Background: an optimization exercise with open tools, aiming at small area, a short achievable clock period and few clock cycles. Do not read the settings as production practice.
In this exercise RTL edits were held to simulation tests only and were not proved equivalent to the original.
Power and IR drop assume default switching activity.

==> design/flow/run.sh <==
#!/bin/bash
# synth_recipe.tcl (not shown) runs the flow's synth.tcl, then flattens the netlist and writes it again
# the make line also repeats each setting of config.mk as NAME=value (left out here)
make -C /OpenROAD-flow-scripts/flow DESIGN_CONFIG=/design/flow/config.mk WORK_HOME=/design/flow/orfs CLKGATE_MAP_FILE= SYNTH_SCRIPT=/design/flow/synth_recipe.tcl finish
==> design/flow/config.mk <==
export PLATFORM = sky130hd
export DESIGN_NAME = levinson_top
export DESIGN_NICKNAME = levinson_top
export VERILOG_FILES = /design/flow/design.v
export SDC_FILE = /design/flow/constraint.sdc
export NUM_CORES = 8
export LEC_CHECK = 0
export CAP_MARGIN = 20
export CORE_MARGIN = 2
export CORE_UTILIZATION = 40
export PLACE_DENSITY = 0.6
export SLEW_MARGIN = 20
==> design/flow/constraint.sdc <==
create_clock -name core_clock -period 20.0 [get_ports {clock}]
set_input_delay 4.0000 -clock core_clock [delete_from_list [all_inputs] [get_ports {clock}]]
set_output_delay 4.0000 -clock core_clock [all_outputs]
set_load 0.01 [all_outputs]
==> design/flow/design.v <==
module bmul16(a, b, s, c);
	input [15:0] a, b;
	output [31:0] s, c;
	wire one0 = b[0] ^ 1'b0;
	wire two0 = (b[1] & ~b[0] & ~1'b0) | (~b[1] & b[0] & 1'b0);
	wire neg0 = b[1];
	wire pp0_0 = ((one0 & a[0]) | (two0 & 1'b0)) ^ neg0;
	wire pp0_1 = ((one0 & a[1]) | (two0 & a[0])) ^ neg0;
	wire pp0_2 = ((one0 & a[2]) | (two0 & a[1])) ^ neg0;
	wire pp0_3 = ((one0 & a[3]) | (two0 & a[2])) ^ neg0;
	wire pp0_4 = ((one0 & a[4]) | (two0 & a[3])) ^ neg0;
	wire pp0_5 = ((one0 & a[5]) | (two0 & a[4])) ^ neg0;
	wire pp0_6 = ((one0 & a[6]) | (two0 & a[5])) ^ neg0;
	wire pp0_7 = ((one0 & a[7]) | (two0 & a[6])) ^ neg0;
	wire pp0_8 = ((one0 & a[8]) | (two0 & a[7])) ^ neg0;
	wire pp0_9 = ((one0 & a[9]) | (two0 & a[8])) ^ neg0;
	wire pp0_10 = ((one0 & a[10]) | (two0 & a[9])) ^ neg0;
	wire pp0_11 = ((one0 & a[11]) | (two0 & a[10])) ^ neg0;
	wire pp0_12 = ((one0 & a[12]) | (two0 & a[11])) ^ neg0;
	wire pp0_13 = ((one0 & a[13]) | (two0 & a[12])) ^ neg0;
	wire pp0_14 = ((one0 & a[14]) | (two0 & a[13])) ^ neg0;
	wire pp0_15 = ((one0 & a[15]) | (two0 & a[14])) ^ neg0;
	wire pp0_16 = ((one0 & a[15]) | (two0 & a[15])) ^ neg0;
	wire ne0 = ~pp0_16;
	wire one1 = b[2] ^ b[1];
	wire two1 = (b[3] & ~b[2] & ~b[1]) | (~b[3] & b[2] & b[1]);
	wire neg1 = b[3];
	wire pp1_0 = ((one1 & a[0]) | (two1 & 1'b0)) ^ neg1;
	wire pp1_1 = ((one1 & a[1]) | (two1 & a[0])) ^ neg1;
	wire pp1_2 = ((one1 & a[2]) | (two1 & a[1])) ^ neg1;
	wire pp1_3 = ((one1 & a[3]) | (two1 & a[2])) ^ neg1;
	wire pp1_4 = ((one1 & a[4]) | (two1 & a[3])) ^ neg1;
	wire pp1_5 = ((one1 & a[5]) | (two1 & a[4])) ^ neg1;
	wire pp1_6 = ((one1 & a[6]) | (two1 & a[5])) ^ neg1;
	wire pp1_7 = ((one1 & a[7]) | (two1 & a[6])) ^ neg1;
	wire pp1_8 = ((one1 & a[8]) | (two1 & a[7])) ^ neg1;
	wire pp1_9 = ((one1 & a[9]) | (two1 & a[8])) ^ neg1;
	wire pp1_10 = ((one1 & a[10]) | (two1 & a[9])) ^ neg1;
	wire pp1_11 = ((one1 & a[11]) | (two1 & a[10])) ^ neg1;
	wire pp1_12 = ((one1 & a[12]) | (two1 & a[11])) ^ neg1;
	wire pp1_13 = ((one1 & a[13]) | (two1 & a[12])) ^ neg1;
	wire pp1_14 = ((one1 & a[14]) | (two1 & a[13])) ^ neg1;
	wire pp1_15 = ((one1 & a[15]) | (two1 & a[14])) ^ neg1;
	wire pp1_16 = ((one1 & a[15]) | (two1 & a[15])) ^ neg1;
	wire ne1 = ~pp1_16;
	wire one2 = b[4] ^ b[3];
	wire two2 = (b[5] & ~b[4] & ~b[3]) | (~b[5] & b[4] & b[3]);
	wire neg2 = b[5];
	wire pp2_0 = ((one2 & a[0]) | (two2 & 1'b0)) ^ neg2;
	wire pp2_1 = ((one2 & a[1]) | (two2 & a[0])) ^ neg2;
	wire pp2_2 = ((one2 & a[2]) | (two2 & a[1])) ^ neg2;
	wire pp2_3 = ((one2 & a[3]) | (two2 & a[2])) ^ neg2;
	wire pp2_4 = ((one2 & a[4]) | (two2 & a[3])) ^ neg2;
	wire pp2_5 = ((one2 & a[5]) | (two2 & a[4])) ^ neg2;
	wire pp2_6 = ((one2 & a[6]) | (two2 & a[5])) ^ neg2;
	wire pp2_7 = ((one2 & a[7]) | (two2 & a[6])) ^ neg2;
	wire pp2_8 = ((one2 & a[8]) | (two2 & a[7])) ^ neg2;
	wire pp2_9 = ((one2 & a[9]) | (two2 & a[8])) ^ neg2;
	wire pp2_10 = ((one2 & a[10]) | (two2 & a[9])) ^ neg2;
	wire pp2_11 = ((one2 & a[11]) | (two2 & a[10])) ^ neg2;
	wire pp2_12 = ((one2 & a[12]) | (two2 & a[11])) ^ neg2;
	wire pp2_13 = ((one2 & a[13]) | (two2 & a[12])) ^ neg2;
	wire pp2_14 = ((one2 & a[14]) | (two2 & a[13])) ^ neg2;
	wire pp2_15 = ((one2 & a[15]) | (two2 & a[14])) ^ neg2;
	wire pp2_16 = ((one2 & a[15]) | (two2 & a[15])) ^ neg2;
	wire ne2 = ~pp2_16;
	wire one3 = b[6] ^ b[5];
	wire two3 = (b[7] & ~b[6] & ~b[5]) | (~b[7] & b[6] & b[5]);
	wire neg3 = b[7];
	wire pp3_0 = ((one3 & a[0]) | (two3 & 1'b0)) ^ neg3;
	wire pp3_1 = ((one3 & a[1]) | (two3 & a[0])) ^ neg3;
	wire pp3_2 = ((one3 & a[2]) | (two3 & a[1])) ^ neg3;
	wire pp3_3 = ((one3 & a[3]) | (two3 & a[2])) ^ neg3;
	wire pp3_4 = ((one3 & a[4]) | (two3 & a[3])) ^ neg3;
	wire pp3_5 = ((one3 & a[5]) | (two3 & a[4])) ^ neg3;
	wire pp3_6 = ((one3 & a[6]) | (two3 & a[5])) ^ neg3;
	wire pp3_7 = ((one3 & a[7]) | (two3 & a[6])) ^ neg3;
	wire pp3_8 = ((one3 & a[8]) | (two3 & a[7])) ^ neg3;
	wire pp3_9 = ((one3 & a[9]) | (two3 & a[8])) ^ neg3;
	wire pp3_10 = ((one3 & a[10]) | (two3 & a[9])) ^ neg3;
	wire pp3_11 = ((one3 & a[11]) | (two3 & a[10])) ^ neg3;
	wire pp3_12 = ((one3 & a[12]) | (two3 & a[11])) ^ neg3;
	wire pp3_13 = ((one3 & a[13]) | (two3 & a[12])) ^ neg3;
	wire pp3_14 = ((one3 & a[14]) | (two3 & a[13])) ^ neg3;
	wire pp3_15 = ((one3 & a[15]) | (two3 & a[14])) ^ neg3;
	wire pp3_16 = ((one3 & a[15]) | (two3 & a[15])) ^ neg3;
	wire ne3 = ~pp3_16;
	wire one4 = b[8] ^ b[7];
	wire two4 = (b[9] & ~b[8] & ~b[7]) | (~b[9] & b[8] & b[7]);
	wire neg4 = b[9];
	wire pp4_0 = ((one4 & a[0]) | (two4 & 1'b0)) ^ neg4;
	wire pp4_1 = ((one4 & a[1]) | (two4 & a[0])) ^ neg4;
	wire pp4_2 = ((one4 & a[2]) | (two4 & a[1])) ^ neg4;
	wire pp4_3 = ((one4 & a[3]) | (two4 & a[2])) ^ neg4;
	wire pp4_4 = ((one4 & a[4]) | (two4 & a[3])) ^ neg4;
	wire pp4_5 = ((one4 & a[5]) | (two4 & a[4])) ^ neg4;
	wire pp4_6 = ((one4 & a[6]) | (two4 & a[5])) ^ neg4;
	wire pp4_7 = ((one4 & a[7]) | (two4 & a[6])) ^ neg4;
	wire pp4_8 = ((one4 & a[8]) | (two4 & a[7])) ^ neg4;
	wire pp4_9 = ((one4 & a[9]) | (two4 & a[8])) ^ neg4;
	wire pp4_10 = ((one4 & a[10]) | (two4 & a[9])) ^ neg4;
	wire pp4_11 = ((one4 & a[11]) | (two4 & a[10])) ^ neg4;
	wire pp4_12 = ((one4 & a[12]) | (two4 & a[11])) ^ neg4;
	wire pp4_13 = ((one4 & a[13]) | (two4 & a[12])) ^ neg4;
	wire pp4_14 = ((one4 & a[14]) | (two4 & a[13])) ^ neg4;
	wire pp4_15 = ((one4 & a[15]) | (two4 & a[14])) ^ neg4;
	wire pp4_16 = ((one4 & a[15]) | (two4 & a[15])) ^ neg4;
	wire ne4 = ~pp4_16;
	wire one5 = b[10] ^ b[9];
	wire two5 = (b[11] & ~b[10] & ~b[9]) | (~b[11] & b[10] & b[9]);
	wire neg5 = b[11];
	wire pp5_0 = ((one5 & a[0]) | (two5 & 1'b0)) ^ neg5;
	wire pp5_1 = ((one5 & a[1]) | (two5 & a[0])) ^ neg5;
	wire pp5_2 = ((one5 & a[2]) | (two5 & a[1])) ^ neg5;
	wire pp5_3 = ((one5 & a[3]) | (two5 & a[2])) ^ neg5;
	wire pp5_4 = ((one5 & a[4]) | (two5 & a[3])) ^ neg5;
	wire pp5_5 = ((one5 & a[5]) | (two5 & a[4])) ^ neg5;
	wire pp5_6 = ((one5 & a[6]) | (two5 & a[5])) ^ neg5;
	wire pp5_7 = ((one5 & a[7]) | (two5 & a[6])) ^ neg5;
	wire pp5_8 = ((one5 & a[8]) | (two5 & a[7])) ^ neg5;
	wire pp5_9 = ((one5 & a[9]) | (two5 & a[8])) ^ neg5;
	wire pp5_10 = ((one5 & a[10]) | (two5 & a[9])) ^ neg5;
	wire pp5_11 = ((one5 & a[11]) | (two5 & a[10])) ^ neg5;
	wire pp5_12 = ((one5 & a[12]) | (two5 & a[11])) ^ neg5;
	wire pp5_13 = ((one5 & a[13]) | (two5 & a[12])) ^ neg5;
	wire pp5_14 = ((one5 & a[14]) | (two5 & a[13])) ^ neg5;
	wire pp5_15 = ((one5 & a[15]) | (two5 & a[14])) ^ neg5;
	wire pp5_16 = ((one5 & a[15]) | (two5 & a[15])) ^ neg5;
	wire ne5 = ~pp5_16;
	wire one6 = b[12] ^ b[11];
	wire two6 = (b[13] & ~b[12] & ~b[11]) | (~b[13] & b[12] & b[11]);
	wire neg6 = b[13];
	wire pp6_0 = ((one6 & a[0]) | (two6 & 1'b0)) ^ neg6;
	wire pp6_1 = ((one6 & a[1]) | (two6 & a[0])) ^ neg6;
	wire pp6_2 = ((one6 & a[2]) | (two6 & a[1])) ^ neg6;
	wire pp6_3 = ((one6 & a[3]) | (two6 & a[2])) ^ neg6;
	wire pp6_4 = ((one6 & a[4]) | (two6 & a[3])) ^ neg6;
	wire pp6_5 = ((one6 & a[5]) | (two6 & a[4])) ^ neg6;
	wire pp6_6 = ((one6 & a[6]) | (two6 & a[5])) ^ neg6;
	wire pp6_7 = ((one6 & a[7]) | (two6 & a[6])) ^ neg6;
	wire pp6_8 = ((one6 & a[8]) | (two6 & a[7])) ^ neg6;
	wire pp6_9 = ((one6 & a[9]) | (two6 & a[8])) ^ neg6;
	wire pp6_10 = ((one6 & a[10]) | (two6 & a[9])) ^ neg6;
	wire pp6_11 = ((one6 & a[11]) | (two6 & a[10])) ^ neg6;
	wire pp6_12 = ((one6 & a[12]) | (two6 & a[11])) ^ neg6;
	wire pp6_13 = ((one6 & a[13]) | (two6 & a[12])) ^ neg6;
	wire pp6_14 = ((one6 & a[14]) | (two6 & a[13])) ^ neg6;
	wire pp6_15 = ((one6 & a[15]) | (two6 & a[14])) ^ neg6;
	wire pp6_16 = ((one6 & a[15]) | (two6 & a[15])) ^ neg6;
	wire ne6 = ~pp6_16;
	wire one7 = b[14] ^ b[13];
	wire two7 = (b[15] & ~b[14] & ~b[13]) | (~b[15] & b[14] & b[13]);
	wire neg7 = b[15];
	wire pp7_0 = ((one7 & a[0]) | (two7 & 1'b0)) ^ neg7;
	wire pp7_1 = ((one7 & a[1]) | (two7 & a[0])) ^ neg7;
	wire pp7_2 = ((one7 & a[2]) | (two7 & a[1])) ^ neg7;
	wire pp7_3 = ((one7 & a[3]) | (two7 & a[2])) ^ neg7;
	wire pp7_4 = ((one7 & a[4]) | (two7 & a[3])) ^ neg7;
	wire pp7_5 = ((one7 & a[5]) | (two7 & a[4])) ^ neg7;
	wire pp7_6 = ((one7 & a[6]) | (two7 & a[5])) ^ neg7;
	wire pp7_7 = ((one7 & a[7]) | (two7 & a[6])) ^ neg7;
	wire pp7_8 = ((one7 & a[8]) | (two7 & a[7])) ^ neg7;
	wire pp7_9 = ((one7 & a[9]) | (two7 & a[8])) ^ neg7;
	wire pp7_10 = ((one7 & a[10]) | (two7 & a[9])) ^ neg7;
	wire pp7_11 = ((one7 & a[11]) | (two7 & a[10])) ^ neg7;
	wire pp7_12 = ((one7 & a[12]) | (two7 & a[11])) ^ neg7;
	wire pp7_13 = ((one7 & a[13]) | (two7 & a[12])) ^ neg7;
	wire pp7_14 = ((one7 & a[14]) | (two7 & a[13])) ^ neg7;
	wire pp7_15 = ((one7 & a[15]) | (two7 & a[14])) ^ neg7;
	wire pp7_16 = ((one7 & a[15]) | (two7 & a[15])) ^ neg7;
	wire ne7 = ~pp7_16;
	wire s1 = pp0_10 ^ pp1_8;
	wire c2 = pp0_10 & pp1_8;
	wire s3 = pp0_11 ^ pp1_9;
	wire c4 = pp0_11 & pp1_9;
	wire s5 = pp0_12 ^ pp1_10 ^ pp2_8;
	wire c6 = (pp0_12 & pp1_10) | (pp0_12 & pp2_8) | (pp1_10 & pp2_8);
	wire s7 = pp3_6 ^ pp4_4;
	wire c8 = pp3_6 & pp4_4;
	wire s9 = pp0_13 ^ pp1_11 ^ pp2_9;
	wire c10 = (pp0_13 & pp1_11) | (pp0_13 & pp2_9) | (pp1_11 & pp2_9);
	wire s11 = pp3_7 ^ pp4_5;
	wire c12 = pp3_7 & pp4_5;
	wire s13 = pp0_14 ^ pp1_12 ^ pp2_10;
	wire c14 = (pp0_14 & pp1_12) | (pp0_14 & pp2_10) | (pp1_12 & pp2_10);
	wire s15 = pp3_8 ^ pp4_6 ^ pp5_4;
	wire c16 = (pp3_8 & pp4_6) | (pp3_8 & pp5_4) | (pp4_6 & pp5_4);
	wire s17 = pp6_2 ^ pp7_0;
	wire c18 = pp6_2 & pp7_0;
	wire s19 = pp0_15 ^ pp1_13 ^ pp2_11;
	wire c20 = (pp0_15 & pp1_13) | (pp0_15 & pp2_11) | (pp1_13 & pp2_11);
	wire s21 = pp3_9 ^ pp4_7 ^ pp5_5;
	wire c22 = (pp3_9 & pp4_7) | (pp3_9 & pp5_5) | (pp4_7 & pp5_5);
	wire s23 = pp6_3 ^ pp7_1;
	wire c24 = pp6_3 & pp7_1;
	wire s25 = ne0 ^ pp1_14 ^ pp2_12;
	wire c26 = (ne0 & pp1_14) | (ne0 & pp2_12) | (pp1_14 & pp2_12);
	wire s27 = pp3_10 ^ pp4_8 ^ pp5_6;
	wire c28 = (pp3_10 & pp4_8) | (pp3_10 & pp5_6) | (pp4_8 & pp5_6);
	wire s29 = pp6_4 ^ pp7_2 ^ 1'b1;
	wire c30 = (pp6_4 & pp7_2) | (pp6_4 & 1'b1) | (pp7_2 & 1'b1);
	wire s31 = pp1_15 ^ pp2_13 ^ pp3_11;
	wire c32 = (pp1_15 & pp2_13) | (pp1_15 & pp3_11) | (pp2_13 & pp3_11);
	wire s33 = pp4_9 ^ pp5_7 ^ pp6_5;
	wire c34 = (pp4_9 & pp5_7) | (pp4_9 & pp6_5) | (pp5_7 & pp6_5);
	wire s35 = pp7_3 ^ 1'b1;
	wire c36 = pp7_3 & 1'b1;
	wire s37 = ne1 ^ pp2_14 ^ pp3_12;
	wire c38 = (ne1 & pp2_14) | (ne1 & pp3_12) | (pp2_14 & pp3_12);
	wire s39 = pp4_10 ^ pp5_8 ^ pp6_6;
	wire c40 = (pp4_10 & pp5_8) | (pp4_10 & pp6_6) | (pp5_8 & pp6_6);
	wire s41 = pp2_15 ^ pp3_13 ^ pp4_11;
	wire c42 = (pp2_15 & pp3_13) | (pp2_15 & pp4_11) | (pp3_13 & pp4_11);
	wire s43 = pp5_9 ^ pp6_7;
	wire c44 = pp5_9 & pp6_7;
	wire s45 = ne2 ^ pp3_14 ^ pp4_12;
	wire c46 = (ne2 & pp3_14) | (ne2 & pp4_12) | (pp3_14 & pp4_12);
	wire s47 = pp3_15 ^ pp4_13;
	wire c48 = pp3_15 & pp4_13;
	wire s49 = pp0_6 ^ pp1_4;
	wire c50 = pp0_6 & pp1_4;
	wire s51 = pp0_7 ^ pp1_5;
	wire c52 = pp0_7 & pp1_5;
	wire s53 = pp0_8 ^ pp1_6 ^ pp2_4;
	wire c54 = (pp0_8 & pp1_6) | (pp0_8 & pp2_4) | (pp1_6 & pp2_4);
	wire s55 = pp3_2 ^ pp4_0;
	wire c56 = pp3_2 & pp4_0;
	wire s57 = pp0_9 ^ pp1_7 ^ pp2_5;
	wire c58 = (pp0_9 & pp1_7) | (pp0_9 & pp2_5) | (pp1_7 & pp2_5);
	wire s59 = pp3_3 ^ pp4_1;
	wire c60 = pp3_3 & pp4_1;
	wire s61 = s1 ^ pp2_6 ^ pp3_4;
	wire c62 = (s1 & pp2_6) | (s1 & pp3_4) | (pp2_6 & pp3_4);
	wire s63 = pp4_2 ^ pp5_0 ^ neg5;
	wire c64 = (pp4_2 & pp5_0) | (pp4_2 & neg5) | (pp5_0 & neg5);
	wire s65 = c2 ^ s3 ^ pp2_7;
	wire c66 = (c2 & s3) | (c2 & pp2_7) | (s3 & pp2_7);
	wire s67 = pp3_5 ^ pp4_3 ^ pp5_1;
	wire c68 = (pp3_5 & pp4_3) | (pp3_5 & pp5_1) | (pp4_3 & pp5_1);
	wire s69 = c4 ^ s5 ^ s7;
	wire c70 = (c4 & s5) | (c4 & s7) | (s5 & s7);
	wire s71 = pp5_2 ^ pp6_0 ^ neg6;
	wire c72 = (pp5_2 & pp6_0) | (pp5_2 & neg6) | (pp6_0 & neg6);
	wire s73 = c6 ^ c8 ^ s9;
	wire c74 = (c6 & c8) | (c6 & s9) | (c8 & s9);
	wire s75 = s11 ^ pp5_3 ^ pp6_1;
	wire c76 = (s11 & pp5_3) | (s11 & pp6_1) | (pp5_3 & pp6_1);
	wire s77 = c10 ^ c12 ^ s13;
	wire c78 = (c10 & c12) | (c10 & s13) | (c12 & s13);
	wire s79 = s15 ^ s17 ^ neg7;
	wire c80 = (s15 & s17) | (s15 & neg7) | (s17 & neg7);
	wire s81 = c14 ^ c16 ^ c18;
	wire c82 = (c14 & c16) | (c14 & c18) | (c16 & c18);
	wire s83 = s19 ^ s21 ^ s23;
	wire c84 = (s19 & s21) | (s19 & s23) | (s21 & s23);
	wire s85 = c20 ^ c22 ^ c24;
	wire c86 = (c20 & c22) | (c20 & c24) | (c22 & c24);
	wire s87 = s25 ^ s27 ^ s29;
	wire c88 = (s25 & s27) | (s25 & s29) | (s27 & s29);
	wire s89 = c26 ^ c28 ^ c30;
	wire c90 = (c26 & c28) | (c26 & c30) | (c28 & c30);
	wire s91 = s31 ^ s33 ^ s35;
	wire c92 = (s31 & s33) | (s31 & s35) | (s33 & s35);
	wire s93 = c32 ^ c34 ^ c36;
	wire c94 = (c32 & c34) | (c32 & c36) | (c34 & c36);
	wire s95 = s37 ^ s39 ^ pp7_4;
	wire c96 = (s37 & s39) | (s37 & pp7_4) | (s39 & pp7_4);
	wire s97 = c38 ^ c40 ^ s41;
	wire c98 = (c38 & c40) | (c38 & s41) | (c40 & s41);
	wire s99 = s43 ^ pp7_5 ^ 1'b1;
	wire c100 = (s43 & pp7_5) | (s43 & 1'b1) | (pp7_5 & 1'b1);
	wire s101 = c42 ^ c44 ^ s45;
	wire c102 = (c42 & c44) | (c42 & s45) | (c44 & s45);
	wire s103 = pp5_10 ^ pp6_8 ^ pp7_6;
	wire c104 = (pp5_10 & pp6_8) | (pp5_10 & pp7_6) | (pp6_8 & pp7_6);
	wire s105 = c46 ^ s47 ^ pp5_11;
	wire c106 = (c46 & s47) | (c46 & pp5_11) | (s47 & pp5_11);
	wire s107 = pp6_9 ^ pp7_7 ^ 1'b1;
	wire c108 = (pp6_9 & pp7_7) | (pp6_9 & 1'b1) | (pp7_7 & 1'b1);
	wire s109 = c48 ^ ne3 ^ pp4_14;
	wire c110 = (c48 & ne3) | (c48 & pp4_14) | (ne3 & pp4_14);
	wire s111 = pp5_12 ^ pp6_10 ^ pp7_8;
	wire c112 = (pp5_12 & pp6_10) | (pp5_12 & pp7_8) | (pp6_10 & pp7_8);
	wire s113 = pp4_15 ^ pp5_13 ^ pp6_11;
	wire c114 = (pp4_15 & pp5_13) | (pp4_15 & pp6_11) | (pp5_13 & pp6_11);
	wire s115 = pp7_9 ^ 1'b1;
	wire c116 = pp7_9 & 1'b1;
	wire s117 = ne4 ^ pp5_14 ^ pp6_12;
	wire c118 = (ne4 & pp5_14) | (ne4 & pp6_12) | (pp5_14 & pp6_12);
	wire s119 = pp5_15 ^ pp6_13;
	wire c120 = pp5_15 & pp6_13;
	wire s121 = pp0_4 ^ pp1_2;
	wire c122 = pp0_4 & pp1_2;
	wire s123 = pp0_5 ^ pp1_3;
	wire c124 = pp0_5 & pp1_3;
	wire s125 = s49 ^ pp2_2 ^ pp3_0;
	wire c126 = (s49 & pp2_2) | (s49 & pp3_0) | (pp2_2 & pp3_0);
	wire s127 = c50 ^ s51 ^ pp2_3;
	wire c128 = (c50 & s51) | (c50 & pp2_3) | (s51 & pp2_3);
	wire s129 = c52 ^ s53 ^ s55;
	wire c130 = (c52 & s53) | (c52 & s55) | (s53 & s55);
	wire s131 = c54 ^ c56 ^ s57;
	wire c132 = (c54 & c56) | (c54 & s57) | (c56 & s57);
	wire s133 = c58 ^ c60 ^ s61;
	wire c134 = (c58 & c60) | (c58 & s61) | (c60 & s61);
	wire s135 = c62 ^ c64 ^ s65;
	wire c136 = (c62 & c64) | (c62 & s65) | (c64 & s65);
	wire s137 = c66 ^ c68 ^ s69;
	wire c138 = (c66 & c68) | (c66 & s69) | (c68 & s69);
	wire s139 = c70 ^ c72 ^ s73;
	wire c140 = (c70 & c72) | (c70 & s73) | (c72 & s73);
	wire s141 = c74 ^ c76 ^ s77;
	wire c142 = (c74 & c76) | (c74 & s77) | (c76 & s77);
	wire s143 = c78 ^ c80 ^ s81;
	wire c144 = (c78 & c80) | (c78 & s81) | (c80 & s81);
	wire s145 = c82 ^ c84 ^ s85;
	wire c146 = (c82 & c84) | (c82 & s85) | (c84 & s85);
	wire s147 = c86 ^ c88 ^ s89;
	wire c148 = (c86 & c88) | (c86 & s89) | (c88 & s89);
	wire s149 = c90 ^ c92 ^ s93;
	wire c150 = (c90 & c92) | (c90 & s93) | (c92 & s93);
	wire s151 = c94 ^ c96 ^ s97;
	wire c152 = (c94 & c96) | (c94 & s97) | (c96 & s97);
	wire s153 = c98 ^ c100 ^ s101;
	wire c154 = (c98 & c100) | (c98 & s101) | (c100 & s101);
	wire s155 = c102 ^ c104 ^ s105;
	wire c156 = (c102 & c104) | (c102 & s105) | (c104 & s105);
	wire s157 = c106 ^ c108 ^ s109;
	wire c158 = (c106 & c108) | (c106 & s109) | (c108 & s109);
	wire s159 = c110 ^ c112 ^ s113;
	wire c160 = (c110 & c112) | (c110 & s113) | (c112 & s113);
	wire s161 = c114 ^ c116 ^ s117;
	wire c162 = (c114 & c116) | (c114 & s117) | (c116 & s117);
	wire s163 = c118 ^ s119 ^ pp7_11;
	wire c164 = (c118 & s119) | (c118 & pp7_11) | (s119 & pp7_11);
	wire s165 = c120 ^ ne5 ^ pp6_14;
	wire c166 = (c120 & ne5) | (c120 & pp6_14) | (ne5 & pp6_14);
	wire s167 = pp6_15 ^ pp7_13;
	wire c168 = pp6_15 & pp7_13;
	wire s169 = pp0_2 ^ pp1_0;
	wire c170 = pp0_2 & pp1_0;
	wire s171 = pp0_3 ^ pp1_1;
	wire c172 = pp0_3 & pp1_1;
	wire s173 = s121 ^ pp2_0 ^ neg2;
	wire c174 = (s121 & pp2_0) | (s121 & neg2) | (pp2_0 & neg2);
	wire s175 = c122 ^ s123 ^ pp2_1;
	wire c176 = (c122 & s123) | (c122 & pp2_1) | (s123 & pp2_1);
	wire s177 = c124 ^ s125 ^ neg3;
	wire c178 = (c124 & s125) | (c124 & neg3) | (s125 & neg3);
	wire s179 = c126 ^ s127 ^ pp3_1;
	wire c180 = (c126 & s127) | (c126 & pp3_1) | (s127 & pp3_1);
	wire s181 = c128 ^ s129 ^ neg4;
	wire c182 = (c128 & s129) | (c128 & neg4) | (s129 & neg4);
	wire s183 = c130 ^ s131 ^ s59;
	wire c184 = (c130 & s131) | (c130 & s59) | (s131 & s59);
	wire s185 = c132 ^ s133 ^ s63;
	wire c186 = (c132 & s133) | (c132 & s63) | (s133 & s63);
	wire s187 = c134 ^ s135 ^ s67;
	wire c188 = (c134 & s135) | (c134 & s67) | (s135 & s67);
	wire s189 = c136 ^ s137 ^ s71;
	wire c190 = (c136 & s137) | (c136 & s71) | (s137 & s71);
	wire s191 = c138 ^ s139 ^ s75;
	wire c192 = (c138 & s139) | (c138 & s75) | (s139 & s75);
	wire s193 = c140 ^ s141 ^ s79;
	wire c194 = (c140 & s141) | (c140 & s79) | (s141 & s79);
	wire s195 = c142 ^ s143 ^ s83;
	wire c196 = (c142 & s143) | (c142 & s83) | (s143 & s83);
	wire s197 = c144 ^ s145 ^ s87;
	wire c198 = (c144 & s145) | (c144 & s87) | (s145 & s87);
	wire s199 = c146 ^ s147 ^ s91;
	wire c200 = (c146 & s147) | (c146 & s91) | (s147 & s91);
	wire s201 = c148 ^ s149 ^ s95;
	wire c202 = (c148 & s149) | (c148 & s95) | (s149 & s95);
	wire s203 = c150 ^ s151 ^ s99;
	wire c204 = (c150 & s151) | (c150 & s99) | (s151 & s99);
	wire s205 = c152 ^ s153 ^ s103;
	wire c206 = (c152 & s153) | (c152 & s103) | (s153 & s103);
	wire s207 = c154 ^ s155 ^ s107;
	wire c208 = (c154 & s155) | (c154 & s107) | (s155 & s107);
	wire s209 = c156 ^ s157 ^ s111;
	wire c210 = (c156 & s157) | (c156 & s111) | (s157 & s111);
	wire s211 = c158 ^ s159 ^ s115;
	wire c212 = (c158 & s159) | (c158 & s115) | (s159 & s115);
	wire s213 = c160 ^ s161 ^ pp7_10;
	wire c214 = (c160 & s161) | (c160 & pp7_10) | (s161 & pp7_10);
	wire s215 = c162 ^ s163 ^ 1'b1;
	wire c216 = (c162 & s163) | (c162 & 1'b1) | (s163 & 1'b1);
	wire s217 = c164 ^ s165 ^ pp7_12;
	wire c218 = (c164 & s165) | (c164 & pp7_12) | (s165 & pp7_12);
	wire s219 = c166 ^ s167 ^ 1'b1;
	wire c220 = (c166 & s167) | (c166 & 1'b1) | (s167 & 1'b1);
	wire s221 = c168 ^ ne6 ^ pp7_14;
	wire c222 = (c168 & ne6) | (c168 & pp7_14) | (ne6 & pp7_14);
	wire s223 = pp7_15 ^ 1'b1;
	wire c224 = pp7_15 & 1'b1;
	assign s = {1'b1, c224, c222, c220, c218, c216, c214, c212, c210, c208, c206, c204, c202, c200, c198, c196, c194, c192, c190, c188, c186, c184, c182, c180, c178, c176, c174, c172, c170, s169, pp0_1, pp0_0};
	assign c = {1'b0, ne7, s223, s221, s219, s217, s215, s213, s211, s209, s207, s205, s203, s201, s199, s197, s195, s193, s191, s189, s187, s185, s183, s181, s179, s177, s175, s173, s171, neg1, 1'b0, neg0};
endmodule
`timescale 1ns / 1ps
module levinson_top(clock, reset, start, done,
	scratch_mem_read_addr, scratch_mem_in,
	scratch_mem_write_addr, scratch_mem_out, scratch_mem_write_en);
	input clock, reset, start;
	output done;
	output [11:0] scratch_mem_read_addr;
	input [31:0] scratch_mem_in;
	output [11:0] scratch_mem_write_addr;
	output [31:0] scratch_mem_out;
	output scratch_mem_write_en;
	localparam [31:0] MAX32 = 32'h7fff_ffff;
	localparam [31:0] MIN32 = 32'h8000_0000;
	localparam [2:0] T_NONE = 3'd0, T_KK = 3'd1, T_AL = 3'd2, T_I1 = 3'd3,
	                 T_I2 = 3'd4, T_FI = 3'd5, T_U = 3'd6, T_S = 3'd7;
	localparam [2:0] C_NONE = 3'd0, C_AL = 3'd2, C_I1 = 3'd3, C_I2 = 3'd4,
	                 C_FI = 3'd5, C_NXT = 3'd6;
	localparam [1:0] M_IDLE = 2'd0, M_RUN = 2'd1, M_RST = 2'd2;
	function [31:0] sadd;    
		input [31:0] a, b;
		reg [31:0] s;
		begin
			s = a + b;
			if (a[31] == b[31] && s[31] != a[31])
				sadd = a[31] ? MIN32 : MAX32;
			else
				sadd = s;
		end
	endfunction
	function [31:0] fmt;     
		input [31:0] x;
		fmt = {x[31:16], 1'b0, x[15:1]};
	endfunction
	function [31:0] comp;    
		input [31:0] x;
		comp = {x[31:16], x[14:0], 1'b0};
	endfunction
	function [4:0] nrm;      
		input [31:0] x;
		reg [31:0] v;
		reg [15:0] a1;  reg [15:0] c1;         
		reg [7:0] a2;   reg [15:0] c2;         
		reg [3:0] a3;   reg [11:0] c3;         
		reg [1:0] a4;   reg [7:0] c4;          
		integer i;
		begin
			v = {x[31:1] ^ x[30:0], 1'b1};
			for (i = 0; i < 16; i = i + 1) begin
				a1[i] = v[2*i+1] | v[2*i];
				c1[i] = ~v[2*i+1];
			end
			for (i = 0; i < 8; i = i + 1) begin
				a2[i] = a1[2*i+1] | a1[2*i];
				c2[2*i +: 2] = a1[2*i+1] ? {1'b0, c1[2*i+1]} : {1'b1, c1[2*i]};
			end
			for (i = 0; i < 4; i = i + 1) begin
				a3[i] = a2[2*i+1] | a2[2*i];
				c3[3*i +: 3] = a2[2*i+1] ? {1'b0, c2[4*i+2 +: 2]} : {1'b1, c2[4*i +: 2]};
			end
			for (i = 0; i < 2; i = i + 1) begin
				a4[i] = a3[2*i+1] | a3[2*i];
				c4[4*i +: 4] = a3[2*i+1] ? {1'b0, c3[6*i+3 +: 3]} : {1'b1, c3[6*i +: 3]};
			end
			nrm = a4[1] ? {1'b0, c4[7:4]} : {1'b1, c4[3:0]};
			if (x == 32'd0) nrm = 5'd0;
		end
	endfunction
	function [4:0] shl4s;    
		input [31:0] x;
		begin
			if (x[31] != x[30]) shl4s = 5'b00001;
			else if (x[31] != x[29]) shl4s = 5'b00010;
			else if (x[31] != x[28]) shl4s = 5'b00100;
			else if (x[31] != x[27]) shl4s = 5'b01000;
			else shl4s = 5'b10000;
		end
	endfunction
	function [11:0] bufa;    
		input b;
		input [3:0] idx;
		bufa = {4'h1, b ? 4'h5 : 4'h3, idx};
	endfunction
	reg [1:0] mode;
	reg p0, p1, p2;
	reg ma_lo, mb_lo, t_lm, a_ld, sh_k, ng_s;
	reg [4:0] amtk;           
	reg t0pos;                
	reg pro;                  
	reg [3:0] it;             
	reg lit;                  
	reg [2:0] jat, jbt, jct;
	reg [3:0] jak, jbk, jck, jrk;
	reg ja_l, jb_l, jc_l;     
	reg r_u, r_s, r_s0, r_sl, r_al, r_i2, r_fi;
	reg [2:0] ch;             
	reg [2:0] chw;            
	reg [3:0] nu, ns;         
	reg [3:0] ul, sl;         
	reg [3:0] du;             
	reg sfirst;
	reg uf1, uf2, uf3, sf1, sf2;
	reg young;                
	reg f1, f2, f3, f4;       
	reg t1, t2;               
	reg unst;
	reg [3:0] dcnt;           
	reg [15:0] rem;
	reg [5:0] ec;             
	wire [5:0] ecn = ec + 6'd1;
	reg e6, e7, e10, e13, e16, e39, ew1, ew2;
	reg [3:0] rcn;            
	reg [3:0] wm;
	reg [4:0] s4;
	reg sa_acc, sa_sum, sa_sh4, sb_ad, sb_acc, sb_mi;
	reg [31:0] X, Y, H, AD, acc, sum, K, alp, inv, MI;
	reg [31:0] ms, mc, T;
	reg [4:0] ex;
	reg [11:0] ra, wa;
	reg [31:0] wd;
	reg we, done_r;
	assign scratch_mem_read_addr = ra;
	assign scratch_mem_write_addr = wa;
	assign scratch_mem_out = wd;
	assign scratch_mem_write_en = we;
	assign done = done_r;
	wire [15:0] ma = ma_lo ? X[15:0] : X[31:16];
	wire [15:0] mb = mb_lo ? Y[15:0] : Y[31:16];
	wire [31:0] mps, mpc;
	bmul16 i_mul(.a(ma), .b(mb), .s(mps), .c(mpc));
	wire [31:0] P = ms + mc;
	wire p_big = (P == 32'h4000_0000);
	wire p_small = (P[31:3] == 29'd0) && (P[2:0] != 3'd0);
	wire [15:0] mq = p_small ? P[15:0] : (p_big ? 16'h7fff : P[30:15]);
	wire [31:0] t_next = t_lm ? (p_big ? MAX32 : {P[30:0], 1'b0}) : {{15{mq[15]}}, mq, 1'b0};
	wire [31:0] acc_next = a_ld ? T : sadd(acc, T);
	wire [4:0] lz = nrm(acc);
	wire [4:0] lzk = nrm(K);
	wire [31:0] sh_out = (sh_k ? K : acc) << (sh_k ? amtk : lz);
	wire [31:0] shl2_acc = (acc[31] != acc[30]) ? acc :
	                       ((acc[31] != acc[29]) ? {acc[30:0], 1'b0} : {acc[29:0], 2'b0});
	wire [31:0] ng_in = ng_s ? sum : acc;
	wire [31:0] ng_raw = ~ng_in + 32'd1;
	wire [31:0] ng_out = (ng_in == MIN32) ? MAX32 : ng_raw;
	wire [1:0] s2 = (acc[31] != acc[30]) ? 2'd0 : ((acc[31] != acc[29]) ? 2'd1 : 2'd2);
	wire [31:0] neg_shl2 = (shl2_acc == MIN32) ? MAX32 :
	                       ((s2 == 2'd0) ? ng_raw : ((s2 == 2'd1) ? {ng_raw[30:0], 1'b0} : {ng_raw[29:0], 2'b0}));
	wire [31:0] sh4 = ({32{s4[0]}} & sum) | ({32{s4[1]}} & {sum[30:0], 1'b0}) |
	                  ({32{s4[2]}} & {sum[29:0], 2'b0}) | ({32{s4[3]}} & {sum[28:0], 3'b0}) |
	                  ({32{s4[4]}} & {sum[27:0], 4'b0});
	wire [31:0] oa = ({32{sa_acc}} & acc) | ({32{sa_sum}} & sum) | ({32{sa_sh4}} & sh4);
	wire [31:0] ob = ({32{sb_ad}} & comp(AD)) | ({32{sb_acc}} & acc) | ({32{sb_mi}} & comp(MI));
	wire [31:0] o_raw = oa + ob;
	wire o_ovf = (oa[31] == ob[31]) && (o_raw[31] != oa[31]);
	wire [31:0] o_sum = o_ovf ? (oa[31] ? MIN32 : MAX32) : o_raw;
	wire [16:0] rnd_y = (sum[31] == sum[30]) ? sum[30:14] : sum[31:15];    
	wire [15:0] rnd_hi = (rnd_y[16:1] == 16'h7fff && rnd_y[0]) ? 16'h7fff : rnd_y[16:1] + {15'd0, rnd_y[0]};
	wire [31:0] kk_post = {1'b0, ~(acc[31] ? ng_out[30:0] : acc[30:0])};    
	wire [31:0] i1_post = (acc == MIN32) ? 32'hffff_ffff :
	                      (acc[31] ? MAX32 : {1'b0, ~acc[30:0]});           
	wire u_avail = (ul != 4'd0);
	wire s_avail = (sl != 4'd0);
	wire [1:0] recent = {1'b0, uf1} + {1'b0, uf2} + {1'b0, uf3};
	wire s_ready = s_avail && (sfirst ? !young : (du >= {2'b0, recent}));
	wire fin_ok = !s_avail && !sf1 && !sf2;
	wire few_left = (ul == 4'd0 && sl <= 4'd1) || (ul == 4'd1 && sl == 4'd0);
	reg [2:0] dt;
	reg [3:0] dk;
	always @(*) begin
		dt = T_NONE;
		dk = 4'd0;
		if (ch == C_NXT) begin
			if (chw == 3'd0)
				dt = (it == 4'd9) ? T_U : T_KK;
		end else if (ch != C_NONE && chw == 3'd0 && (ch != C_FI || fin_ok) && (ch != C_I1 || few_left)) begin
			dt = ch;
		end else if (u_avail && du < 4'd3) begin
			dt = T_U; dk = nu;
		end else if (s_ready) begin
			dt = T_S; dk = ns;
		end else if (u_avail) begin
			dt = T_U; dk = nu;
		end
	end
	wire signed [15:0] kh = K[31:16];
	wire k_unst = (kh > 16'sd32750) || (kh < -16'sd32750);
	wire [15:0] den = alp[31:16];
	wire [16:0] s1t = {rem, 1'b0} - {1'b0, den};
	wire [15:0] s1r = s1t[16] ? {rem[14:0], 1'b0} : s1t[15:0];
	wire [16:0] s2t = {s1r, 1'b0} - {1'b0, den};
	wire [15:0] s2r = s2t[16] ? {s1r[14:0], 1'b0} : s2t[15:0];
	wire [3:0] um = it - 4'd1 - jck;    
	wire [3:0] rm = it - 4'd1 - jrk;    
	wire run = (mode == M_RUN);
	wire rst_m = (mode == M_RST);
	wire w_u = run & p2 & r_u & ~lit;                    
	wire w_f3 = run & p2 & f3;                           
	wire w_f4 = run & p0 & f4;                           
	wire w_lw = run & lit & ((p1 & ew1) | (p2 & ew2));   
	wire w_mi = (run & p0 & lit & (e10 | e13)) | (rst_m & rcn >= 4'd3);
	wire w_4k = (run & p0 & lit & e16) | (rst_m & rcn == 4'd0);
	always @(posedge clock)
		wd <= ({32{w_u}} & fmt(o_sum)) | ({32{w_f3}} & fmt({{4{K[31]}}, K[31:4]})) |
		      ({32{w_f4}} & {{16{K[31]}}, K[31:16]}) | ({32{w_lw}} & {{16{inv[15]}}, inv[15:0]}) |
		      ({32{w_mi}} & MI) | {19'd0, w_4k, 12'd0};
	wire s_os = run & ((p2 & r_s) | (p0 & t1) | (p2 & r_u & lit));
	wire s_ab = run & p1 & t2;
	wire s_10 = run & p2 & lit & e6;
	wire s_0 = run & p1 & pro;
	always @(posedge clock)
		if (s_os | s_ab | s_10 | s_0)
			sum <= ({32{s_os}} & o_sum) | ({32{s_ab}} & fmt(sum[31] ? ng_out : sum)) |
			       ({32{s_10}} & {{4{K[31]}}, K[31:5], 1'b0});
	wire k_fi = run & p2 & r_fi;
	wire k_f2 = run & p1 & f2;
	always @(posedge clock)
		if (k_fi | k_f2)
			K <= ({32{k_fi}} & (t0pos ? neg_shl2 : shl2_acc)) | ({32{k_f2}} & sh_out);
	wire ld = run & p2;
	wire x_k = (jbt == T_KK) | (jbt == T_U);
	wire x_a = (jbt == T_AL) | (jbt == T_I1);
	wire x_i = (jbt == T_I2);
	wire x_s = (jbt == T_FI);
	wire x_h = (jbt == T_S);
	wire y_k = (jbt == T_KK);
	wire y_kk = (jbt == T_AL);
	wire y_i = (jbt == T_I1) | (jbt == T_I2) | ((jbt == T_FI) & ~r_i2);
	wire y_a = (jbt == T_FI) & r_i2;
	wire y_m = (jbt == T_U) | (jbt == T_S);
	always @(posedge clock)
		if (ld & (jbt != T_NONE)) begin
			X <= ({32{x_k}} & fmt(K)) | ({32{x_a}} & alp) | ({32{x_i}} & fmt(i1_post)) |
			     ({32{x_s}} & sum) | ({32{x_h}} & H);
			Y <= ({32{y_k}} & fmt(K)) | ({32{y_kk}} & fmt(kk_post)) | ({32{y_i}} & inv) |
			     ({32{y_a}} & fmt(acc)) | ({32{y_m}} & MI);
		end
	always @(posedge clock) begin
		ms <= mps;
		mc <= mpc;
		T <= t_next;
		acc <= acc_next;
		MI <= scratch_mem_in;
		AD <= MI;                 
		we <= 1'b0;
		done_r <= 1'b0;
		wa <= bufa(it[0], rm);
		ra <= bufa(~it[0], um);
		rem <= (dcnt == 4'd8) ? s1r : s2r;
		if (dcnt != 4'd0) begin
			dcnt <= dcnt - 4'd1;
			if (dcnt == 4'd8) begin
				inv <= {15'd0, ~s1t[16], 16'd0};
			end else begin
				inv[31:16] <= {inv[29:16], ~s1t[16], ~s2t[16]};
			end
		end
		case (mode)
		M_IDLE: begin
			ra <= start ? 12'd273 : 12'd272;    
			mode <= start ? M_RUN : M_IDLE;
			pro <= start;
			p0 <= 1'b0; p1 <= 1'b1; p2 <= 1'b0;
			ma_lo <= 1'b0; mb_lo <= 1'b1; t_lm <= 1'b1; a_ld <= 1'b0;
			sh_k <= 1'b1; ng_s <= 1'b1;
			it <= 4'd0;
			lit <= 1'b0;
			ch <= C_I1;
			chw <= 3'd1;
			nu <= 4'd0; ns <= 4'd0; ul <= 4'd0; sl <= 4'd0; du <= 4'd0;
			sfirst <= 1'b1;
			uf1 <= 1'b0; uf2 <= 1'b0; uf3 <= 1'b0; sf1 <= 1'b0; sf2 <= 1'b0;
			young <= 1'b0;
			jat <= T_NONE; jbt <= T_NONE; jct <= T_NONE;
			r_u <= 1'b0; r_s <= 1'b0; r_s0 <= 1'b0; r_sl <= 1'b0;
			r_al <= 1'b0; r_i2 <= 1'b0; r_fi <= 1'b0;
			f1 <= 1'b0; f2 <= 1'b0; f3 <= 1'b0; f4 <= 1'b0;
			t1 <= 1'b0; t2 <= 1'b0;
			ec <= 6'd0;
			e6 <= 1'b0; e7 <= 1'b0; e10 <= 1'b0; e13 <= 1'b0; e16 <= 1'b0; e39 <= 1'b0;
			ew1 <= 1'b0; ew2 <= 1'b0;
			sa_acc <= 1'b0; sa_sum <= 1'b0; sa_sh4 <= 1'b0;
			sb_ad <= 1'b0; sb_acc <= 1'b0; sb_mi <= 1'b0;
		end
		M_RST: begin
			rcn <= rcn + 4'd1;
			if (rcn < 4'd10) ra <= 12'd321 + {8'd0, rcn};
			else ra <= 12'd358 + {8'd0, rcn};      
			if (rcn == 4'd0) begin
				we <= 1'b1; wa <= 12'd784;
			end else if (rcn >= 4'd3 && rcn <= 4'd12) begin
				we <= 1'b1; wa <= 12'd782 + {8'd0, rcn};
			end else if (rcn >= 4'd13) begin
				we <= 1'b1; wa <= 12'd339 + {8'd0, rcn};
			end
			if (rcn == 4'd14) done_r <= 1'b1;
			if (rcn == 4'd15) begin
				mode <= M_IDLE;
				ra <= 12'd272;
			end
		end
		default: begin    
			p0 <= p2; p1 <= p0; p2 <= p1;
			ma_lo <= ~(p0 | p2); a_ld <= p1 & ~p0;
			mb_lo <= ~(p1 | p2); t_lm <= p0 & ~p2; sh_k <= p0 & ~p1;
			ng_s <= p0 | (p1 & p2);
			if (lit) ec <= ecn;
			e6 <= lit && ecn == 6'd6;
			e7 <= lit && ecn == 6'd7;
			e10 <= lit && ecn == 6'd10;
			e13 <= lit && ecn == 6'd13;
			e16 <= lit && ecn == 6'd16;
			e39 <= lit && ecn == 6'd39;
			ew1 <= lit && (ecn == 6'd8 || (ecn >= 6'd14 && ecn <= 6'd38));
			ew2 <= lit && (ecn == 6'd9 || (ecn >= 6'd15 && ecn <= 6'd39));
			sa_acc <= p1 & r_u;
			sa_sum <= p1 & r_s & ~r_s0;
			sb_ad <= p1 & r_u;
			sb_acc <= p1 & r_s;
			sa_sh4 <= p2 & ~lit;
			sb_mi <= p2 & ~lit;
			if (p0) begin
				if (jat == T_S) ra <= 12'd273 + {8'd0, jak};
				if (r_sl) ra <= 12'd273 + {8'd0, it};
				if (jbt == T_S) H <= MI;
				if (f1) begin
					amtk <= (ex < lzk) ? ex : lzk;
					f1 <= 1'b0;
					f2 <= 1'b1;
				end
				if (t1) begin
					t1 <= 1'b0;
					t2 <= 1'b1;
				end
				if (f4) begin
					we <= 1'b1;
					wa <= 12'd351 + {8'd0, it};
					f4 <= 1'b0;
					if (unst) begin
						mode <= M_RST;
						rcn <= 4'd0;
						dcnt <= 4'd0;
					end
				end
				if (lit) begin
					inv[15:0] <= rnd_hi;     
					if (e7) ra <= 12'd352;
					if (e10) ra <= 12'd353;
					if (e10 || e13) begin
						we <= 1'b1;
						wa <= e10 ? 12'd368 : 12'd369;
					end
					if (e16) begin
						we <= 1'b1;
						wa <= 12'd784;
					end
				end
			end
			if (p1) begin
				if (jct == T_U) ra <= bufa(~it[0], um);
				if (t2) begin
					t0pos <= !sum[31] && (sum != 32'd0);
					t2 <= 1'b0;
				end
				if (f2) begin
					f2 <= 1'b0;
					f3 <= 1'b1;
				end
				if (lit && ew1) begin
					we <= 1'b1;
					wa <= {4'h3, 4'h1, wm};       
				end
				if (pro) begin
					s4 <= 5'b00001;
					t1 <= 1'b1;
				end
			end
			if (p2) begin
				if (jat == T_U) ra <= bufa(~it[0], jak + 4'd1);
				else if (jat == T_S) ra <= bufa(it[0], it - jak);
				if (r_u) begin
					if (lit) begin
						wm <= 4'd9 - jrk;
					end else begin
						we <= 1'b1;
						wa <= bufa(it[0], rm);
					end
				end
				if (r_s) begin
					s4 <= o_ovf ? 5'b00001 : shl4s(o_raw);
					if (r_sl) t1 <= 1'b1;
				end
				if (r_al) begin
					alp <= fmt(sh_out);
					ex <= ({1'b0, ex} + {1'b0, lz} > 6'd31) ? 5'd31 : ex + lz;
					dcnt <= 4'd8;
					rem <= 16'h3fff;
				end
				if (r_i2) inv <= fmt(acc);
				if (r_fi) begin
					f1 <= 1'b1;
				end
				if (f3) begin
					we <= 1'b1;
					wa <= bufa(it[0], it);
					unst <= (it >= 4'd2) && k_unst;
					f3 <= 1'b0;
					f4 <= 1'b1;
				end
				if (pro) begin
					pro <= 1'b0;
					alp <= MI;           
					ex <= 5'd0;
					dcnt <= 4'd8;
					rem <= 16'h3fff;
				end
				if (lit) begin
					if (e6) begin
						wm <= 4'd10;
					end
					if (ew2) begin
						we <= 1'b1;
						wa <= {4'h1, 4'h4, wm};       
					end
					if (e39) done_r <= 1'b1;
				end
				jrk <= jck;
				r_u <= (jct == T_U);
				r_s <= (jct == T_S);
				r_s0 <= (jct == T_S) && (jck == 4'd0);
				r_sl <= (jct == T_S) && jc_l;
				r_al <= (jct == T_AL);
				r_i2 <= (jct == T_I2);
				r_fi <= (jct == T_FI);
				jct <= jbt; jck <= jbk; jc_l <= jb_l;
				jbt <= jat; jbk <= jak; jb_l <= ja_l;
				jat <= dt; jak <= dk; ja_l <= (dt == T_S) && (sl == 4'd1);
				uf3 <= uf2; uf2 <= uf1; uf1 <= (dt == T_U);
				sf2 <= sf1; sf1 <= (dt == T_S);
				young <= 1'b0;
				if (ch == C_NXT) begin
					if (chw == 3'd0) begin
						it <= it + 4'd1;
						ns <= 4'd0;
						sfirst <= 1'b1;
						young <= 1'b1;
						if (it == 4'd9) begin
							lit <= 1'b1;
							nu <= 4'd1;
							ul <= 4'd8;
							sl <= 4'd0;
							du <= 4'd1;
							ch <= C_NONE;
							ec <= 6'd1;
						end else begin
							nu <= 4'd0;
							ul <= it;
							sl <= it + 4'd1;
							du <= 4'd0;
							ch <= C_AL;
							chw <= 3'd1;
						end
					end else
						chw <= chw - 3'd1;
				end else if (dt == ch && ch != C_NONE) begin
					case (ch)
					C_AL: begin ch <= C_I1; chw <= 3'd4; end
					C_I1: begin ch <= C_I2; chw <= 3'd1; end
					C_I2: begin ch <= C_FI; chw <= 3'd1; end
					default: begin ch <= C_NXT; chw <= 3'd2; end
					endcase
				end else begin
					if (chw != 3'd0) chw <= chw - 3'd1;
					if (dt == T_U) begin
						nu <= nu + 4'd1;
						ul <= ul - 4'd1;
						du <= du + 4'd1;
					end
					if (dt == T_S) begin
						ns <= ns + 4'd1;
						sl <= sl - 4'd1;
						du <= du - 4'd1;
						sfirst <= 1'b0;
					end
				end
				if (lit && e39) begin
					mode <= M_IDLE;
					ra <= 12'd272;
				end
			end
		end
		endcase
		if (reset) begin
			mode <= M_IDLE;
			ra <= 12'd272;
			we <= 1'b0;
			done_r <= 1'b0;
		end
	end
endmodule
==> flow_summary.yaml, run 1 <==
outcome:
  status: "complete, no violations"
logic_synthesis:
  synth_top_cell_by_area: "edfxtp_1"
  synthesis.area_mm2: 0.0498
  synth.distinct_cells: 121
  ys_seq_elements: 615
  yosys_warnings: 1
  synth_edf_count: 325
  synthArstFlopShare: 0
  synthTopCellsByCount: "nand2_1 (544), a21oi_1 (513), nor2_1 (474)"
  netlist.area_leader.share: 0.196
  synth.top_cells.by_area: "edfxtp_1 (20%), dfxtp_1 (12%), ha_1 (6.4%), a21oi_1 (5.2%), o21ai_0 (4.6%)"
  ys_seq_area_frac: 0.313
  syn_avg_cell_area_um2: 8.33
  synth_cells: 5976
  synth_most_common_cell: "nand2_1"
  ys.flop_type: "edfxtp_1"
timing:
  worst_pin_slew_ns: 1.17
  tns_ns: 0
  fin_crit_ns: 6.98
  finalSetupViolCount: 0
  finalMaxSlewViolations: 0
  slew_headroom: 0.222
  max_clock_freq_mhz: 143
  timing.final.ws_setup_ns: 13.02
  final.period_utilization: 0.349
  finClkSkew_ns: 0.0813
  rsz0062_at_grt: "false"
  hold_viol: 0
worst_setup_path:
  crit_path_max_fanout: 36
  reg2reg_depth: 20
  end_kind: "register"
  critPathKind: "reg2reg"
  cp.required_ns: 20.49
  cp-start-kind: "register"
  worstPathArrival_ns: 7.47
grt:
  grt_pass1_wl_um: 320000
  grt_usage: 0.340
  grt_pass1_vias: 45510
  antenna_found_initial: 21
  grt_max_degree: 75
  gr-total-overflow: 0
routing:
  vias: 49771
  drc: 0
  routed_wl_um: 224000
  avgRoutedWirePerCell_um: 29.8
  ant_nets: 0
  via_per_inst: 6.61
  drtIter0Drc: 7915
  drtPass1Iterations: 10
placement:
  place_ws_ns: 13.39
  io_buffer_count: 83
  gp_congestion: 1.05
  dpl.hpwl_um: 166000
clocking:
  htree_levels: 3
  postCtsSetupRepairBufs: 0
  clk_pin_slew_worst_paths_ns: 0.07
  cts_tree: "yes"
  cts_hold_buf: 0
  clk_path_buf_depth: 3
  clk_latency_ns: 0.74
  clockRootBuffer: "clkbuf_16"
  cts_resized: 0
  cts_buffers: 76
  cts_sinks: 615
die:
  die_area_mm2: 0.127
  coreArea_mm2: 0.124
  die_x_um: 357
  start_util: 0.402
  die_y_um: 357
  row_count: 129
  io-pin-count: 93
min_path:
  hold_path.class: "reg2reg"
  min_path_cells: 0
cells_and_area:
  nNetsFinal: 6197
  fill_cells: 12236
  drive_gt1_frac: 0.0793
  area_delta_synth_final_pct: 10.2
power_and_ir_drop:
  p_per_area_mw_per_mm2: 159
  peakVddDrop_uv: 141
  p_leak_nw: 22.0
run:
  maxCapViolCount: 0
==> layer usage <==
layer | vias to the layer above | part of all wire | wire length [um] | GRT usage
met4 | 20 | 0.081 | 18100 | 0.224
met2 | 3289 | 0.42 | 94600 | 0.502
met5 | - | 0.0010 | 227 | 0.00593
met3 | 817 | 0.12 | 26700 | 0.108
met1 | 23847 | 0.38 | 84800 | 0.426
li1 | 21798 | - | - | -
==> cell families (layout without fill, tap and decap cells) <==
kind of cell	count (synthesis)	in the layout	share of synthesized area
AOI/OAI and AO/OA	2091	2091	0.279
and+or+nand+nor	1575	1575	0.147
buffers and inverters	873	768	0.0683
DFF	615	615	0.313
adders and majority gates	346	346	0.101
xor gates and xnor gates	249	249	0.0441
muxes	225	225	0.0471
other	2	18	0.000151
==> area by class of cell <==
cell class / instances / area, um2 / share of cell area
Timing Repair Buffer: 256 / 2130 / 0.0388
Clock buffer: 98 / 2130 / 0.0388
Tap cell: 1637 / 2050 / 0.0373
Sequential cell: 615 / 15600 / 0.284
Multi-Input combinational cell: 4495 / 31000 / 0.565
Antenna cell: 9 / 22.5 / 0.000411
Clock inverter: 42 / 577 / 0.0105
Inverter: 372 / 1400 / 0.0255
==> worst max-delay path, cell delays in order, from the launching register on <==
cell and delay, ns:
edfxtp_1 0.36, buf_4 0.28, inv_1 0.75, a21oi_1 0.08
a221oi_1 0.27, inv_1 0.08, ha_1 0.32, o21ai_0 0.41
nand2b_1 0.19, a2111oi_1 0.59, nor3_1 0.18, o2111ai_1 0.33
nand3_1 0.12, nand2_1 0.08, nand2_1 0.05, a21o_1 0.19
a21oi_1 0.22, fa_1 0.53, nand3_1 0.71, nand2_1 0.59
o221ai_1 0.37
==> layout by cell type, fill, tap and decap left out, types with 33 or more instances in the layout <==
cell and n:
nand2_1 544, nand3_1 120, fa_1 93, mux2_2 54, edfxtp_1 325, mux2i_1 151
clkdlybuf4s50_1 83, a211o_1 39, o211ai_1 99, a211oi_1 78, a222oi_1 84, ha_1 251
a31oi_1 52, buf_4 173, nand2b_1 38, xor2_1 106, xnor2_1 141, inv_1 364
and2_1 52, a21o_1 64, o22ai_1 121, clkbuf_16 78, dfxtp_1 289, and3_1 49
o221ai_1 144, nor2_1 471, o21ai_0 455, a221o_1 33, nand4_1 41, a22oi_1 132
a221oi_1 58, a21oi_1 513, nor3_1 86
==> report_power, final <==
| part | internal [mW] | total [mW] | switching (mW) |
|---|---|---|---|
| clock network | 0.869 | 1.49 | 0.624 |
| registers | 1.62 | 1.84 | 0.223 |
| logic | 1.90 | 5.40 | 3.50 |
==> registers in the layout (all words and copies together) (netlist names), 7 cells and up <==
| name | cells |
|---|---|
| wa | 8 |
| acc | 32 |
| ms | 31 |
| mc | 30 |
| alp | 32 |
| sum | 32 |
| H | 32 |
| wd | 32 |
| ra | 7 |
| MI | 32 |
| rem | 16 |
| Y | 32 |
| AD | 31 |
| X | 32 |
| T | 32 |
| inv | 32 |
| K | 32 |
==> final timing paths <==
path	to	start	slack (ns)
worst min register to register	jck[1]	jbk[1]	0.41
worst max-delay path	sum[14]	sb_mi	13.02
worst max register to register	sum[14]	sb_mi	13.02
worst min-delay path	jck[1]	jbk[1]	0.41
==> stage by stage <==
step                      utilization  hold slack, ns  total power [mW]  area (um2)  cells
after floorplan                     -           0.383              5.38       49800   5983
after global placement          0.421           0.403              7.01       52100   7375
after detailed placement        0.421           0.409              7.05       52100   7375
after CTS                       0.443           0.414              8.57       54800   7515
after global routing            0.443           0.429              9.20       54800   7518
final                           0.444           0.413              8.73       54800   7524
Testbench counts, summed over its fixed seeds: cycles 1,327,200.
==> run 2, diff against run 1 <==
--- a/design/flow/config.mk
+++ b/design/flow/config.mk
@@ -6,4 +6,5 @@
 export NUM_CORES = 8
 export LEC_CHECK = 0
+export ABC_AREA = 1
 export CAP_MARGIN = 20
 export CORE_MARGIN = 2
==> flow_summary.yaml, run 2 <==
logic_synthesis:
  ys_seq_area_frac: 0.324
  synth.top_cells.by_area: "edfxtp_1 (20%), dfxtp_1 (12%), nand2_1 (11%), ha_1 (6.6%), inv_1 (5.4%)"
  synth_most_common_cell: "nand2_1"
  synth_top_family_by_area: "simple AND/OR/NAND/NOR gates"
  synth_top_cell_by_area: "edfxtp_1"
  yosys_warnings: 1
  synth_compound_area_frac: 0.199
  synthesis.area_mm2: 0.0480
  ys.flop_type: "edfxtp_1"
  syn_avg_cell_area_um2: 7.35
  synth_edf_count: 325
  synth_cells: 6526
  ys_seq_elements: 615
  synthMuxAreaShare: 0.00167
  yosys.area_share.adder: 0.105
  yosys.area_share.simple: 0.230
  synthXorXnorAreaFrac: 0.0551
  synth.distinct_cells: 67
  netlist.area_leader.share: 0.203
  synthTopCellsByCount: "nand2_1 (1,453), inv_1 (695), nor2_1 (559)"
  synthArstFlopShare: 0
clocking:
  clockRootBuffer: "clkbuf_16"
  clk_latency_ns: 0.73
  cts_resized: 0
  clk_pin_slew_worst_paths_ns: 0.06
  cts_sinks: 615
  postCtsSetupRepairBufs: 0
  htree_levels: 3
  cts_buffers: 77
  cts_hold_buf: 0
  cts_tree: "yes"
  clk_path_buf_depth: 3
timing:
  rsz0062_at_grt: "false"
  finalMaxSlewViolations: 0
  finalSetupViolCount: 0
  final.period_utilization: 0.340
  slew_headroom: 0.136
  fin_crit_ns: 6.79
  tns_ns: 0
  timing.final.ws_setup_ns: 13.21
  finClkSkew_ns: 0.0540
  holdWs_ns: 0.381
  hold_viol: 0
  worst_pin_slew_ns: 1.28
  max_clock_freq_mhz: 147
grt:
  grt_pass1_vias: 46724
  gr-total-overflow: 0
  grt_pass1_wl_um: 348000
  grt_usage: 0.399
  grt_max_degree: 69
  antenna_found_initial: 26
die:
  row_count: 127
  coreArea_mm2: 0.119
  die_y_um: 350
  die_area_mm2: 0.123
  start_util: 0.401
  die_x_um: 350
  io-pin-count: 93
placement:
  place_ws_ns: 13.46
  dpl.hpwl_um: 194000
  post_dp_cell_area_mm2: 0.0507
  gp_congestion: 1.12
  place_inst: 8073
  io_buffer_count: 83
routing:
  vias: 51263
  drc: 0
  ant_nets: 0
  routed_wl_um: 252000
  drtIter0Drc: 7380
  avgRoutedWirePerCell_um: 30.5
  via_per_inst: 6.22
  drtPass1Iterations: 10
run:
  maxCapViolCount: 0
cells_and_area:
  mostFrequentLayoutCell: "nand2_1"
  final_cells: 8248
  final_cell_mix: "nand2_1 (1,451), inv_1 (694), nor2_1 (554)"
  final_core_util: 0.449
  nNetsFinal: 6925
  area_delta_synth_final_pct: 11.8
  stdcell_area_mm2: 0.0536
  drive_gt1_frac: 0.0578
power_and_ir_drop:
  p_per_area_mw_per_mm2: 168
  peakVddDrop_uv: 172
  finalPower_mw: 9.03
  p_leak_nw: 23.5
worst_setup_path:
  critPathKind: "reg2reg"
  worstPathArrival_ns: 7.23
  crit_path_max_fanout: 37
  cp-start-kind: "register"
  end_kind: "register"
  cp.required_ns: 20.44
outcome:
  status: "complete, no violations"
min_path:
  hold_path.class: "reg2reg"
-- run 2: cell types whose count changed in the layout (fill, tap and decap cells not counted), sizes merged, moves of 56 or more --
cell	previous run	this run
o221ai	144	84
a21oi	521	350
nand3	124	432
nor2	475	573
xor2	107	241
o22ai	123	234
mux2	56	0
nand2	545	1461
a222oi	84	0
a22oi	132	38
xnor2	142	61
mux2i	169	8
a211oi	80	19
inv	371	733
-- run 2: critical path: stages, from the launching register on --
cell and delay (ns):
edfxtp_1 0.35, buf_4 0.27, a21oi_4 0.81, o221ai_1 0.39, ha_1 0.39, nand3_1 0.07
nand2_1 0.12, a21oi_1 0.16, o21ai_0 0.62, nand3_1 0.14, nand3_1 0.17, a21o_1 0.18
a21oi_1 0.14, fa_1 0.69, nand3_1 0.59, inv_1 0.77, nor2_1 0.29, a22oi_1 0.23
o21ai_0 0.10
-- run 2: report_power, final --
group	total [mW]	internal (mW)	switching [mW]
Combinational	5.66	1.73	3.93
Sequential	1.83	1.64	0.186
Clock	1.54	0.906	0.636
-- run 2: path summary, 6_finish.rpt --
path / startpoint / to / slack, ns / cells after the start
setup / recovery: sb_mi / sum[14] / 13.21 / 18
hold / removal: MI[2] / AD[2] / 0.38 / 0
setup reg to reg: sb_mi / sum[14] / 13.21 / 18
hold reg to reg: MI[2] / AD[2] / 0.38 / 0
-- run 2: final cells by class --
class / instances / area [um2]
clock inverters: 36 / 434
repair buffers: 224 / 1900
well taps: 1612 / 2020
inverters: 748 / 2810
fillers: 12296 / 65900
multi-input cells: 4878 / 28500
diodes: 30 / 75.1
flip-flops and latches: 615 / 15600
clock buffers: 105 / 2340
-- run 2: routing by layer --
metal | track usage | share of wire | up-vias
met4 | 0.272 | 0.082 | 28
met3 | 0.149 | 0.13 | 906
met1 | 0.501 | 0.39 | 24420
li1 | - | - | 22449
met2 | 0.566 | 0.40 | 3460
met5 | 0.0130 | 0.0017 | -
-- run 2: cells by family after synthesis --
| family | count (synthesis) |
|---|---|
| AO/OA/AOI/OAI | 1561 |
| flip-flops | 615 |
| buffers and inverters | 1040 |
| adder cells (fa/ha/maj) | 346 |
| other | 2 |
| XOR/XNOR | 302 |
| multiplexers | 8 |
| AND/OR/NAND/NOR | 2652 |

==> port drivers added, routing unchanged <==
In the flow no input, the clock included, has a driving cell. The finished layouts below were timed again as built, in two steps. Step 1 sets driving cells, clkbuf_16 on the clock port and buf_2 on the other inputs (assumed; they add their load-dependent delay and slew). Step 2 moves the port delays by t, midway between the first and last clock arrival at a register: inputs arrive t later, outputs are due t later. That takes back most of the time a late clock gives input paths. Slacks: ideal / step 1 / step 2; pairs: ideal / step 1.
| run | shift t [ns] | setup WS [ns] | clock arrival spread, ns |
|---|---|---|---|
| run 1 | 0.781 | 13.024 / 13.024 / 13.024 | 0.082 / 0.082 |
| run 2 | 0.782 | 13.207 / 13.207 / 13.207 | 0.055 / 0.055 |
After both steps setup and hold are still met in every run listed.
